Background: an optimization exercise with open tools, aiming at small area and a short achievable clock period. Do not read the settings as production practice. Only simulation tests tie the RTL to the original design; equivalence was not proved.

### flow/config.mk
export PLATFORM = sky130hd
export DESIGN_NAME = mas_mul_radix_top
export DESIGN_NICKNAME = mas_mul_radix_top
export VERILOG_FILES = /design/flow/design.v
export SDC_FILE = /design/flow/constraint.sdc
export NUM_CORES = 4
export LEC_CHECK = 0
export CAP_MARGIN = 20
export CORE_MARGIN = 2
export CORE_UTILIZATION = 30
export SLEW_MARGIN = 20
### flow/constraint.sdc
create_clock -name core_clock -period 13.5 [get_ports {clk}]
set_input_delay 2.7000 -clock core_clock [delete_from_list [all_inputs] [get_ports {clk}]]
set_output_delay 2.7000 -clock core_clock [all_outputs]
set_load 0.01 [all_outputs]
### flow/design.v
module mas_radix_encoder (
  input        [31:0] in1,
  input        [2:0]  in2,
  output logic        flag,
  output logic [32:0] res
);
always@(*) begin
  case(in2)
    3'b000 : begin 
      res  <= 0;
      flag <= 0;
    end
    3'b001 : begin 
      res  <= in1;
      flag <= 0;
    end
    3'b010 : begin 
      res  <= in1;
      flag <= 0;
    end
    3'b011 : begin 
      res  <= in1+in1;
      flag <= 0;
    end
    3'b100 : begin 
      res  <= in1+in1;
      flag <= 1;
    end
    3'b101 : begin 
      res  <= in1;
      flag <= 1;
    end
    3'b110 : begin 
      res  <= in1;
      flag <= 1;
    end
    3'b111 : begin 
      res  <= 0;
      flag <= 0;
    end
    default: begin 
      res  <= 0;
      flag <= 0;
    end
  endcase
end
endmodule 
module mas_radix_adder (
  input  [63:0] in1,
  input  [63:0] in2,
  input  [63:0] in3,
  input  [63:0] in4,
  input         flag1,
  input         flag2,
  input         flag3,
  input         flag4,
  output [63:0] res
);
assign res = (flag1 ? -in1 : in1) +
             (flag2 ? -in2 : in2) +
             (flag3 ? -in3 : in3) +
             (flag4 ? -in4 : in4); 
endmodule
module mas_mul_radix_top (
  input               clk,
  input               rstn,
  input        [31:0] in1,
  input        [31:0] in2,
  output logic [63:0] res
);
logic [31:0] in1_r;
logic [31:0] in2_r;
wire         flag0;
wire         flag1;
wire         flag2;
wire         flag3;
wire         flag4;
wire         flag5;
wire         flag6;
wire         flag7;
wire         flag8;
wire         flag9;
wire         flag10;
wire         flag11;
wire         flag12;
wire         flag13;
wire         flag14;
wire         flag15;
wire         flag16;
wire  [32:0] res0;
wire  [32:0] res1;
wire  [32:0] res2;
wire  [32:0] res3;
wire  [32:0] res4;
wire  [32:0] res5;
wire  [32:0] res6;
wire  [32:0] res7;
wire  [32:0] res8;
wire  [32:0] res9;
wire  [32:0] res10;
wire  [32:0] res11;
wire  [32:0] res12;
wire  [32:0] res13;
wire  [32:0] res14;
wire  [32:0] res15;
wire  [32:0] res16;
wire  [63:0] res_w;
wire  [63:0] tmp0;
wire  [63:0] tmp1;
wire  [63:0] tmp2;
wire  [63:0] tmp3;
wire  [63:0] tmp4;
mas_radix_encoder enc0  (in1, {in2[1:0],1'b0}, flag0 , res0 );
mas_radix_encoder enc1  (in1, in2[3:1]       , flag1 , res1 );
mas_radix_encoder enc2  (in1, in2[5:3]       , flag2 , res2 );
mas_radix_encoder enc3  (in1, in2[7:5]       , flag3 , res3 );
mas_radix_encoder enc4  (in1, in2[9:7]       , flag4 , res4 );
mas_radix_encoder enc5  (in1, in2[11:9]      , flag5 , res5 );
mas_radix_encoder enc6  (in1, in2[13:11]     , flag6 , res6 );
mas_radix_encoder enc7  (in1, in2[15:13]     , flag7 , res7 );
mas_radix_encoder enc8  (in1, in2[17:15]     , flag8 , res8 );
mas_radix_encoder enc9  (in1, in2[19:17]     , flag9 , res9 );
mas_radix_encoder enc10 (in1, in2[21:19]     , flag10, res10);
mas_radix_encoder enc11 (in1, in2[23:21]     , flag11, res11);
mas_radix_encoder enc12 (in1, in2[25:23]     , flag12, res12);
mas_radix_encoder enc13 (in1, in2[27:25]     , flag13, res13);
mas_radix_encoder enc14 (in1, in2[29:27]     , flag14, res14);
mas_radix_encoder enc15 (in1, in2[31:29]     , flag15, res15);
mas_radix_encoder enc16 (in1, {2'b0,in2[31]} , flag16, res16);
mas_radix_adder 
add0
(
.in1    ({31'b0,res0}),
.in2    ({29'b0,res1,2'b0}),
.in3    ({27'b0,res2,4'b0}),
.in4    ({25'b0,res3,6'b0}),
.flag1  (flag0),
.flag2  (flag1),
.flag3  (flag2),
.flag4  (flag3),
.res    (tmp0)
);
mas_radix_adder 
add1
(
.in1    (tmp0),
.in2    ({23'b0,res4,8'b0}),
.in3    ({21'b0,res5,10'b0}),
.in4    ({19'b0,res6,12'b0}),
.flag1  (1'b0),
.flag2  (flag4),
.flag3  (flag5),
.flag4  (flag6),
.res    (tmp1)
);
mas_radix_adder 
add2
(
.in1    (tmp1),
.in2    ({17'b0,res7,14'b0}),
.in3    ({15'b0,res8,16'b0}),
.in4    ({13'b0,res9,18'b0}),
.flag1  (1'b0),
.flag2  (flag7),
.flag3  (flag8),
.flag4  (flag9),
.res    (tmp2)
);
mas_radix_adder 
add3
(
.in1    (tmp2),
.in2    ({11'b0,res10,20'b0}),
.in3    ({9'b0,res11,22'b0}),
.in4    ({7'b0,res12,24'b0}),
.flag1  (1'b0),
.flag2  (flag10),
.flag3  (flag11),
.flag4  (flag12),
.res    (tmp3)
);
mas_radix_adder 
add4
(
.in1    (tmp3),
.in2    ({5'b0,res13,26'b0}),
.in3    ({3'b0,res14,28'b0}),
.in4    ({1'b0,res15,30'b0}),
.flag1  (1'b0),
.flag2  (flag13),
.flag3  (flag14),
.flag4  (flag15),
.res    (tmp4)
);
assign res_w = (flag16 ? {-res16,31'b0} : {res16,32'b0}) + tmp4;
always_ff@(posedge clk, negedge rstn)
begin
  if(!rstn)
  begin
    in1_r <= '0;
    in2_r <= '0;
    res   <= '0;
  end
  else 
  begin
    in1_r <= in1;
    in2_r <= in2;
    res   <= res_w;
  end
end
endmodule
### flow/run.sh
#!/bin/bash
# synth_recipe.tcl (not shown) runs the flow's synth.tcl, then flattens the netlist and writes it again
# the make line also repeats each setting of config.mk as NAME=value (left out here)
make -C /OpenROAD-flow-scripts/flow DESIGN_CONFIG=/design/flow/config.mk WORK_HOME=/design/flow/orfs CLKGATE_MAP_FILE= SYNTH_SCRIPT=/design/flow/synth_recipe.tcl finish
==> flow_summary.ini <==
[sta]
clock.fmax_ghz = 0.0769
timing.final.crit_share_pct = 96.3
slew_viol_final = 0
hold_violations = 0
timing.final.crit_period_ps = 13000
slew_headroom_pct = 24.1
worst_pin_slew_ps = 1130
final-setup-viol-count = 0
fin_ws_ps = 496
fin_setup_tns_ps = 0

[routing]
drc = 0
wl_per_cell_um = 31.0
ant_nets = 0
viasPerCell = 6.20
totalWireLength_um = 272000
vias = 54400
drtIter0Drc = 9878
dr.pass1.iters = 12

[die]
ios = 130
coreArea_um2 = 165000
chipWidth_um = 411
fp.dieH_um = 411
die_area_um2 = 169000
rows = 149
start_util_pct = 30.2

[clock_network]
post-cts-setup-buffers = 0
root_buffer = clkbuf_16
path_clk_slew_ps = 70
cts_buffer_depth = 2
cts_sinks = 64
htree_levels = 3
cts_buffers = 9
cts_tree = done
postCtsHoldBufs = 0

[logic_synthesis]
synth_flop_cell = dfrtp_1
ys_warn_count = 2
synth-async-reset-ratio_pct = 100
synth_top_area_share_pct = 26.8
syn_nets = 7558
synth-edff-count = 0
synth_cells = 6674
syn_area_um2 = 49700
ys_seq_elements = 64
ys_types = 105
yosysSeqAreaShare_pct = 3.22
avgSynthCellArea_um2 = 7.45
synth_top_area_cell = fa_1
synth.area.top_cells = fa_1, xnor2_1, inv_1, nand2_1, o21ai_0

[place]
gp_congestion = 1.04
place_ws_ps = -63.2
post_dp_cell_area_um2 = 54200
io_buffers = 129
hpwl_um = 218000

[grt]
grt_max_degree = 52
antenna_found_initial = 24
grt_pass1_wl_um = 386000
track_usage_pct = 31.4
grt_overflow = 0
first_global_vias = 51400

[critical_path]
arrival_ps = 13290
crit_slowest_cell = fa_1
critPathLaunchType = input port
crit_required_ps = 13790
endpoint_kind = flip-flop
crit_type = in2reg
cp_common_cell = fa_1
cpPeakStageDelay_ps = 680
worstPathMaxFanout = 5

[status]
status = timing/DRC/antenna clean

[final_layout]
largest_reg_flops = 64
final_core_util_pct = 33.1
multiInputGateArea_um2 = 42800
top_register = res
fillCellCount = 17700
fin_area_um2 = 54600
drive_gt1_share_pct = 8.88
num-nets-final = 7445
seqCellArea_um2 = 1600
syn_to_final_growth_pct = 9.73
largestRegisters = res x64

[min_path]
hp-class = in2async

[run]
max_cap_viol_count = 0
per-stage QoR:
| step | hold slack, ps | std cells |
|---|---|---|
| final | 2160 | 8767 |
| after detailed placement | 2600 | 8739 |
| after global placement | 2600 | 8739 |
| after global routing | 2170 | 8760 |
| after CTS | 2160 | 8755 |
| after floorplan | 2400 | 6674 |
repair_timing:
item,in CTS,in global routing
setup endpoints to repair,0,8
gates resized for setup,0,9
hold endpoints to repair,0,0
cells by family after synthesis:
| logic type | count (synthesis) | synth area share [%] |
|---|---|---|
| flip-flops | 64 | 3.22 |
| XOR/XNOR | 632 | 11.2 |
| buffers and inverters | 1464 | 11.2 |
| AND/OR/NAND/NOR | 1680 | 15.8 |
| adder cells (fa/ha/maj) | 818 | 30.6 |
| multiplexers | 26 | 0.529 |
| AO/OA/AOI/OAI | 1990 | 27.4 |
per-layer routing:
layer	vias to the layer above	routed length [µm]	global-route usage, %
met3	744	37200	9.19
met1	26700	108000	42.5
met5	-	128	0
li1	22700	-	-
met2	4216	113000	46.1
met4	20	14200	13.7
layout make-up:
cell class / instances / share of cell area, %
Clock buffer: 12 / 0.433
Antenna cell: 12 / 0.0550
Sequential cell: 64 / 2.94
Inverter: 827 / 5.69
Timing Repair Buffer: 513 / 7.41
Tap cell: 2189 / 5.02
Multi-Input combinational cell: 5146 / 78.4
Clock inverter: 4 / 0.0826
path summary, 6_finish.rpt:
path	start	to	slack, ps	depth (start not counted)
max in group asynchronous	rstn	res[17]	10280	2
min in group core_clock	in2[0]	res[0]	2730	3
worst min-delay path	rstn	res[62]	2160	1
worst max-delay path	in2[14]	res[62]	500	38
synthesized netlist by cell type, drive strengths merged, types with 76 or more instances:
cell    count
buf       170
o31ai      80
inv       815
a22oi     221
nand2     668
nand3      86
xor2      177
xnor2     453
clkbuf    467
a21oi     343
fa        666
ha        152
nor2      435
o21ai     518
a31oi      76
a222oi    144
critical path, delay by kind of cell:
kind,cells,cell delay [ps]
compound gates,13,3070
buf+inv,9,1270
simple gates,6,2080
xor+xnor,2,300
fa+ha+maj,8,3810
cells in the final DEF, fill, tap and decap left out, drive strengths merged, types with 33 or more instances in the layout:
cell and count:
inv 815, nand2 668, fa 666, o21ai 518, xnor2 453, nor2 435
buf 426, a21oi 343, a22oi 221, xor2 177, ha 152, a222oi 144
nand3 86, clkdlybuf4s50 86, o31ai 80, a31oi 76, a21o 69, nor3 68
dfrtp 64, a221oi 63, a21boi 54, or2 52, a221o 49, nor2b 49
or3 49, o221ai 45, and2 42, o22ai 41, o21a 41, o211ai 41
nand4 36, nand2b 33

[static timing again, ports no longer ideal]
Ports are ideal in the flow. The routed layout listed here was re-timed in OpenROAD.
Step 1 sets driving cells, clkbuf_16 on the clock port and buf_2 on the other inputs (assumed; they add their load-dependent delay and slew).
Step 2 times the ports against the registers' clock, not the clock port: input delays grow and output delays shrink by t, the midpoint of the rising clock arrivals with the driver on.
Three values: ideal ports, drivers, drivers and shift; two values: the first two.
t (ns): 0.459
setup WS [ns]: 0.496 / 0.507 / 0.048
worst setup path at the end: input to register
cell pins on the clock port's net: 1
After both steps setup and hold are still met in this run. For this run, drivers alone change the setup slack by +0.011 ns; drivers and shift together by -0.448 ns.
